Source: an optimization exercise on an open RTL-to-GDS flow (aim: small area and a short achievable clock period). Production flows keep margins and buffers that such runs may drop. Only simulation tests tie the RTL to the original design; equivalence was not proved.

## multiply
module multiply(
    input wire clk,
    input wire resetn,
    input wire[31:0] A,
    input wire[31:0] B,
    input wire sign,
    output wire[63:0] result
);
Size: ~2800 cells after synthesis, about 130 I/O pins, roughly 27000 um2 of cells after synthesis.
export LEC_CHECK = 0
export CAP_MARGIN = 20
export CORE_MARGIN = 2
export CORE_UTILIZATION = 45
export PLACE_DENSITY = 0.6
export SETUP_SLACK_MARGIN = 1.75
export SLEW_MARGIN = 20
export SYNTH_HIERARCHICAL = 1
create_clock -name core_clock -period 6.5 [get_ports {clk}]
standard.sh (not shown) runs the stock make flow with config.mk's settings and CLKGATE_MAP_FILE= SYNTH_SCRIPT=/design/flow/synth_recipe.tcl, a recipe that flattens the netlist after the stock synthesis.
==> flow/flow/run.sh <==
#!/bin/bash
# Own layout flow: the standard synthesis, then every combinational cell set to
# its smallest drive strength (registers untouched), then the standard layout
# (with power recovery, which downsizes cells off the critical paths),
# whose repair steps size cells up again where timing needs it.
set -euo pipefail
here=$(pwd)
res=$here/orfs/results/$FLOW_PLATFORM/multiply/base
bash standard.sh synth > $here/log_synth.txt 2>&1
cp $res/1_2_yosys.v $here/1_2_yosys.orig.v
python3 $here/flow/downsize.py $FLOW_HOME/platforms/$FLOW_PLATFORM/lib/sky130_fd_sc_hd__tt_025C_1v80.lib \
    $here/1_2_yosys.orig.v $res/1_2_yosys.v > $here/log_downsize.txt 2>&1
# make the netlist newer than its sources so only the later steps rerun
touch $res/1_2_yosys.v $res/1_2_yosys.sdc
bash standard.sh "BUFFER_PORTS_ARGS=-buffer_cell sky130_fd_sc_hd__buf_1" RECOVER_POWER=100 finish > $here/log_layout.txt 2>&1
==> flow/flow/downsize.py <==
#!/usr/bin/env python3
"""Set each combinational cell of a mapped netlist to the smallest drive strength
of its kind that the library has (registers and special cells untouched)."""
import re, sys
lib, src, dst = sys.argv[1:4]
cells = set(re.findall(r'cell\s*\(\s*"?(sky130_fd_sc_hd__\w+)"?\s*\)', open(lib).read()))
keep = re.compile(r'sky130_fd_sc_hd__(df|edf|sdf|sedf|dl|conb|clk|tap|fill|decap|diode|probe|lpflow)')
text = open(src).read()
count = {}
def repl(m):
    name = m.group(0)
    if keep.match(name):
        return name
    mm = re.match(r'(sky130_fd_sc_hd__\w+?)_(\d+)$', name)
    if not mm:
        return name
    base, size = mm.group(1), int(mm.group(2))
    for s in (1,):
        cand = f"{base}_{s}"
        if s < size and cand in cells:
            count[name] = count.get(name, 0) + 1
            return cand
    return name
out = re.sub(r'sky130_fd_sc_hd__\w+', repl, text)
open(dst, 'w').write(out)
for k, v in sorted(count.items(), key=lambda x: -x[1]):
    print(k, v)
The starting point produced a layout that fails on capacitance limit, slew limit.
Edit:
--- a/flow/flow/run.sh
+++ b/flow/flow/run.sh
@@ -2,4 +2,3 @@
 # Own layout flow: the standard synthesis, then every combinational cell set to
-# its smallest drive strength (registers untouched), then the standard layout
-# (with power recovery, which downsizes cells off the critical paths),
+# its smallest drive strength (registers untouched), then the standard layout,
 # whose repair steps size cells up again where timing needs it.
@@ -14,2 +13,2 @@
 touch $res/1_2_yosys.v $res/1_2_yosys.sdc
-bash standard.sh "BUFFER_PORTS_ARGS=-buffer_cell sky130_fd_sc_hd__buf_1" RECOVER_POWER=100 finish > $here/log_layout.txt 2>&1
+bash standard.sh "BUFFER_PORTS_ARGS=-buffer_cell sky130_fd_sc_hd__buf_1" finish > $here/log_layout.txt 2>&1
Settings changed: CTS_BUF_LIST from default to sky130_fd_sc_hd__clkbuf_8.
The changed run completed with no timing, DRC or antenna violations.
Routed wire length fell by about 0.3%.
Setup slack improved by 0.70 ns.
Final cell count is about the same.
Count of clock-buffer cells in the layout fell by 1.
Non-clock buffer count rose by 3.
Via count barely changes.
Worst hold slack got worse by 0.11 ns.
Fmax rose by about 15%.
Design area fell by 0.45%.
Edit:
Settings changed: CORE_UTILIZATION 45 to 55, CTS_BUF_LIST sky130_fd_sc_hd__clkbuf_8 to default, PLACE_DENSITY 0.6 to 0.68.
The new run produced a clean layout.
Setup slack degrades by 0.11 ns.
Final cell count fell by 2.9%.
Global-route usage rose by 5.9 points.
Clock-buffer cell count does not change.
First-iteration DRC count rose by 17%.
Via count rose by 1.0%.
Utilization rose by 12 points.
Edit:
Settings changed: CORE_UTILIZATION 55 to 45, PLACE_DENSITY 0.68 to 0.8.
Non-clock buffer count came out lower by 1. Final cell count grows by 3.1%. Fmax came out higher by 3.1%. Utilization fell by 12 points.
Edit:
Settings changed: PLACE_DENSITY 0.8 to 0.6.
Outcome: Sequential share of layout area barely changes; design area hardly moves; synthesized cell count stays the same; cell count hardly moves; first-iteration DRC count drops by 29%; non-clock buffer count is lower by 10; global-route usage rose by 2.0 points; critical path depth goes up by 6; routed wire length came out higher by about 5.5%.

Another version of the RTL of multiply (not shown whole).
For scale: ~130 I/O pins, ~0.027 sq mm of cells after synthesis.
Settings: LEC_CHECK=0, CAP_MARGIN=20, CORE_MARGIN=2, CORE_UTILIZATION=45, CTS_BUF_LIST=sky130_fd_sc_hd__clkbuf_8, PLACE_DENSITY=0.6, SETUP_SLACK_MARGIN=2.0, SLEW_MARGIN=20, SYNTH_HIERARCHICAL=1; clock period 6.5 ns.
==> flow/flow/run.sh <==
#!/bin/bash
# Own layout flow: the standard synthesis, then every combinational cell set to
# its smallest drive strength (registers untouched), then the standard layout,
# whose repair steps size cells up again where timing needs it.
set -euo pipefail
here=$(pwd)
res=$here/orfs/results/$FLOW_PLATFORM/multiply/base
bash standard.sh synth > $here/log_synth.txt 2>&1
cp $res/1_2_yosys.v $here/1_2_yosys.orig.v
python3 $here/flow/downsize.py $FLOW_HOME/platforms/$FLOW_PLATFORM/lib/sky130_fd_sc_hd__tt_025C_1v80.lib \
    $here/1_2_yosys.orig.v $res/1_2_yosys.v > $here/log_downsize.txt 2>&1
# make the netlist newer than its sources so only the later steps rerun
touch $res/1_2_yosys.v $res/1_2_yosys.sdc
bash standard.sh "BUFFER_PORTS_ARGS=-buffer_cell sky130_fd_sc_hd__buf_1" finish > $here/log_layout.txt 2>&1
Scripts as last shown in full above: flow/flow/downsize.py
The starting point passed the timing, DRC and antenna checks.
Rerun with:
==> flow/run.sh (new file) <==
#!/bin/bash
# synth_recipe.tcl (not shown) runs the flow's synth.tcl, then flattens the netlist and writes it again
# the make line also repeats each setting of config.mk as NAME=value (left out here)
make -C /OpenROAD-flow-scripts/flow DESIGN_CONFIG=/design/flow/config.mk WORK_HOME=/design/flow/orfs CLKGATE_MAP_FILE= SYNTH_SCRIPT=/design/flow/synth_recipe.tcl finish
Settings changed: CORE_UTILIZATION 45 to 50, CTS_BUF_LIST sky130_fd_sc_hd__clkbuf_8 to not set, PLACE_DENSITY 0.6 to 0.65, SETUP_SLACK_MARGIN 2.0 to 2.5.
removed: flow/flow/run.sh
removed: flow/flow/downsize.py
removed: flow/standard.sh
Final area goes up by a quarter to a third. Setup slack improves by 0.11 ns. Global-route usage goes up by 4.0 points. Non-clock buffer count goes up by 206. Sequential share of layout area goes down by 2.2 points. Final cell count goes up by a few percent. Area after synthesis goes up by roughly a tenth.
Rerun with:
==> flow/flow/run.sh (new file) <==
#!/bin/bash
# Own layout flow: the standard synthesis, then every combinational cell set to
# its smallest drive strength (registers untouched), then the standard layout,
# whose repair steps size cells up again where timing needs it.
set -euo pipefail
here=$(pwd)
res=$here/orfs/results/$FLOW_PLATFORM/multiply/base
bash standard.sh synth > $here/log_synth.txt 2>&1
cp $res/1_2_yosys.v $here/1_2_yosys.orig.v
python3 $here/flow/downsize.py $FLOW_HOME/platforms/$FLOW_PLATFORM/lib/sky130_fd_sc_hd__tt_025C_1v80.lib \
    $here/1_2_yosys.orig.v $res/1_2_yosys.v > $here/log_downsize.txt 2>&1
# make the netlist newer than its sources so only the later steps rerun
touch $res/1_2_yosys.v $res/1_2_yosys.sdc
bash standard.sh "BUFFER_PORTS_ARGS=-buffer_cell sky130_fd_sc_hd__buf_1" finish > $here/log_layout.txt 2>&1
==> flow/flow/downsize.py (new file) <==
#!/usr/bin/env python3
"""Set each combinational cell of a mapped netlist to the smallest drive strength
of its kind that the library has (registers and special cells untouched)."""
import re, sys
lib, src, dst = sys.argv[1:4]
cells = set(re.findall(r'cell\s*\(\s*"?(sky130_fd_sc_hd__\w+)"?\s*\)', open(lib).read()))
keep = re.compile(r'sky130_fd_sc_hd__(df|edf|sdf|sedf|dl|conb|clk|tap|fill|decap|diode|probe|lpflow)')
text = open(src).read()
count = {}
def repl(m):
    name = m.group(0)
    if keep.match(name):
        return name
    mm = re.match(r'(sky130_fd_sc_hd__\w+?)_(\d+)$', name)
    if not mm:
        return name
    base, size = mm.group(1), int(mm.group(2))
    for s in (1,):
        cand = f"{base}_{s}"
        if s < size and cand in cells:
            count[name] = count.get(name, 0) + 1
            return cand
    return name
out = re.sub(r'sky130_fd_sc_hd__\w+', repl, text)
open(dst, 'w').write(out)
for k, v in sorted(count.items(), key=lambda x: -x[1]):
    print(k, v)
==> flow/standard.sh (new file) <==
#!/bin/bash
# synth_recipe.tcl (not shown) runs the flow's synth.tcl, then flattens the netlist and writes it again
# the make line also repeats each setting of config.mk as NAME=value (left out here)
make -C /OpenROAD-flow-scripts/flow DESIGN_CONFIG=/design/flow/config.mk WORK_HOME=/design/flow/orfs CLKGATE_MAP_FILE= SYNTH_SCRIPT=/design/flow/synth_recipe.tcl "${@:-finish}"
Settings changed: CORE_UTILIZATION 50 to 45, PLACE_DENSITY 0.65 to 0.6, SETUP_SLACK_MARGIN 2.5 to 1.75.
removed: flow/run.sh
Outcome:
- The changed run completed with no timing, DRC or antenna violations
- setup slack gets worse by 0.054 ns
- final area goes down by about a fifth
- area after synthesis goes down by roughly a tenth
- final cell count goes down by a few percent
- worst hold slack gets better by 0.14 ns
- routed wire length goes down by about a fifth
- maximum frequency goes down slightly
- first-iteration DRC count goes up by roughly a tenth
- utilization goes down by 14 points
Rerun with:
Settings changed: CORE_UTILIZATION 45 to 55, PLACE_DENSITY 0.6 to 0.68, SETUP_SLACK_MARGIN 1.75 to 1.5.
What happened: The new run finished clean; flip-flop and latch count stays the same; fmax goes down by about 3.5%; clock-buffer cell count is unchanged; core utilization rises by 9.4 points; wire length is lower by 4.6%; setup slack got worse by 0.17 ns.
Rerun with:
Settings changed: CORE_UTILIZATION 55 to 45, PLACE_DENSITY 0.68 to 0.6, SETUP_SLACK_MARGIN 1.5 to 1.0.
The changed run completed without violations.
Wire length climbs by a few percent.
Synthesized area is unchanged.
Final area falls slightly.
Rerun with:
Settings changed: CTS_BUF_LIST set to sky130_fd_sc_hd__clkbuf_8.
Final cell count does not change.
Count of clock-buffer cells in the layout falls by 1.
Critical path depth stays the same.
Die area stays the same.
Flip-flop and latch count does not change.
Via count hardly moves.
Utilization came out lower by 0.33 points.

## port drivers added, routing unchanged
In the flow no input, the clock included, has a driving cell. The finished layouts below were timed again as built, in two steps.
Step 1 assumes that a clkbuf_16 drives the clock port and a buf_2 every other input.
Step 2, shift: input delay + t, output delay - t, t = (earliest + latest rising clock arrival at the registers) / 2. This alone moves slack from input paths to output paths.
Three values: ideal ports, drivers, drivers and shift; two values: the first two.
run | t, ns | slack for setup (ns) | clock arrival spread, ns
the first run of note 1 | 0.553 | 1.080 / 1.112 / 0.559 | 0.011 / 0.012
the second run of note 1 | 0.639 | 1.779 / 1.718 / 1.185 | 0.022 / 0.022
the third run of note 1 | 0.556 | 1.673 / 1.613 / 1.244 | 0.011 / 0.011
the fourth run of note 1 | 0.542 | 1.820 / 1.760 / 1.218 | 0.023 / 0.023
the fifth run of note 1 | 0.556 | 1.815 / 1.753 / 1.344 | 0.012 / 0.012
the first run of note 2 | 0.631 | 1.720 / 1.665 / 1.453 | 0.018 / 0.018
the second run of note 2 | 0.580 | 1.827 / 1.764 / 1.625 | 0.014 / 0.014
the third run of note 2 | 0.571 | 1.774 / 1.711 / 1.302 | 0.012 / 0.013
the fourth run of note 2 | 0.586 | 1.604 / 1.624 / 1.055 | 0.018 / 0.018
the fifth run of note 2 | 0.576 | 1.397 / 1.331 / 0.883 | 0.021 / 0.020
the sixth run of note 2 | 0.663 | 1.328 / 1.269 / 0.915 | 0.025 / 0.025
For the fourth run of note 1, which loses most, drivers alone change the setup slack by -0.060 ns; drivers and shift together by -0.602 ns.
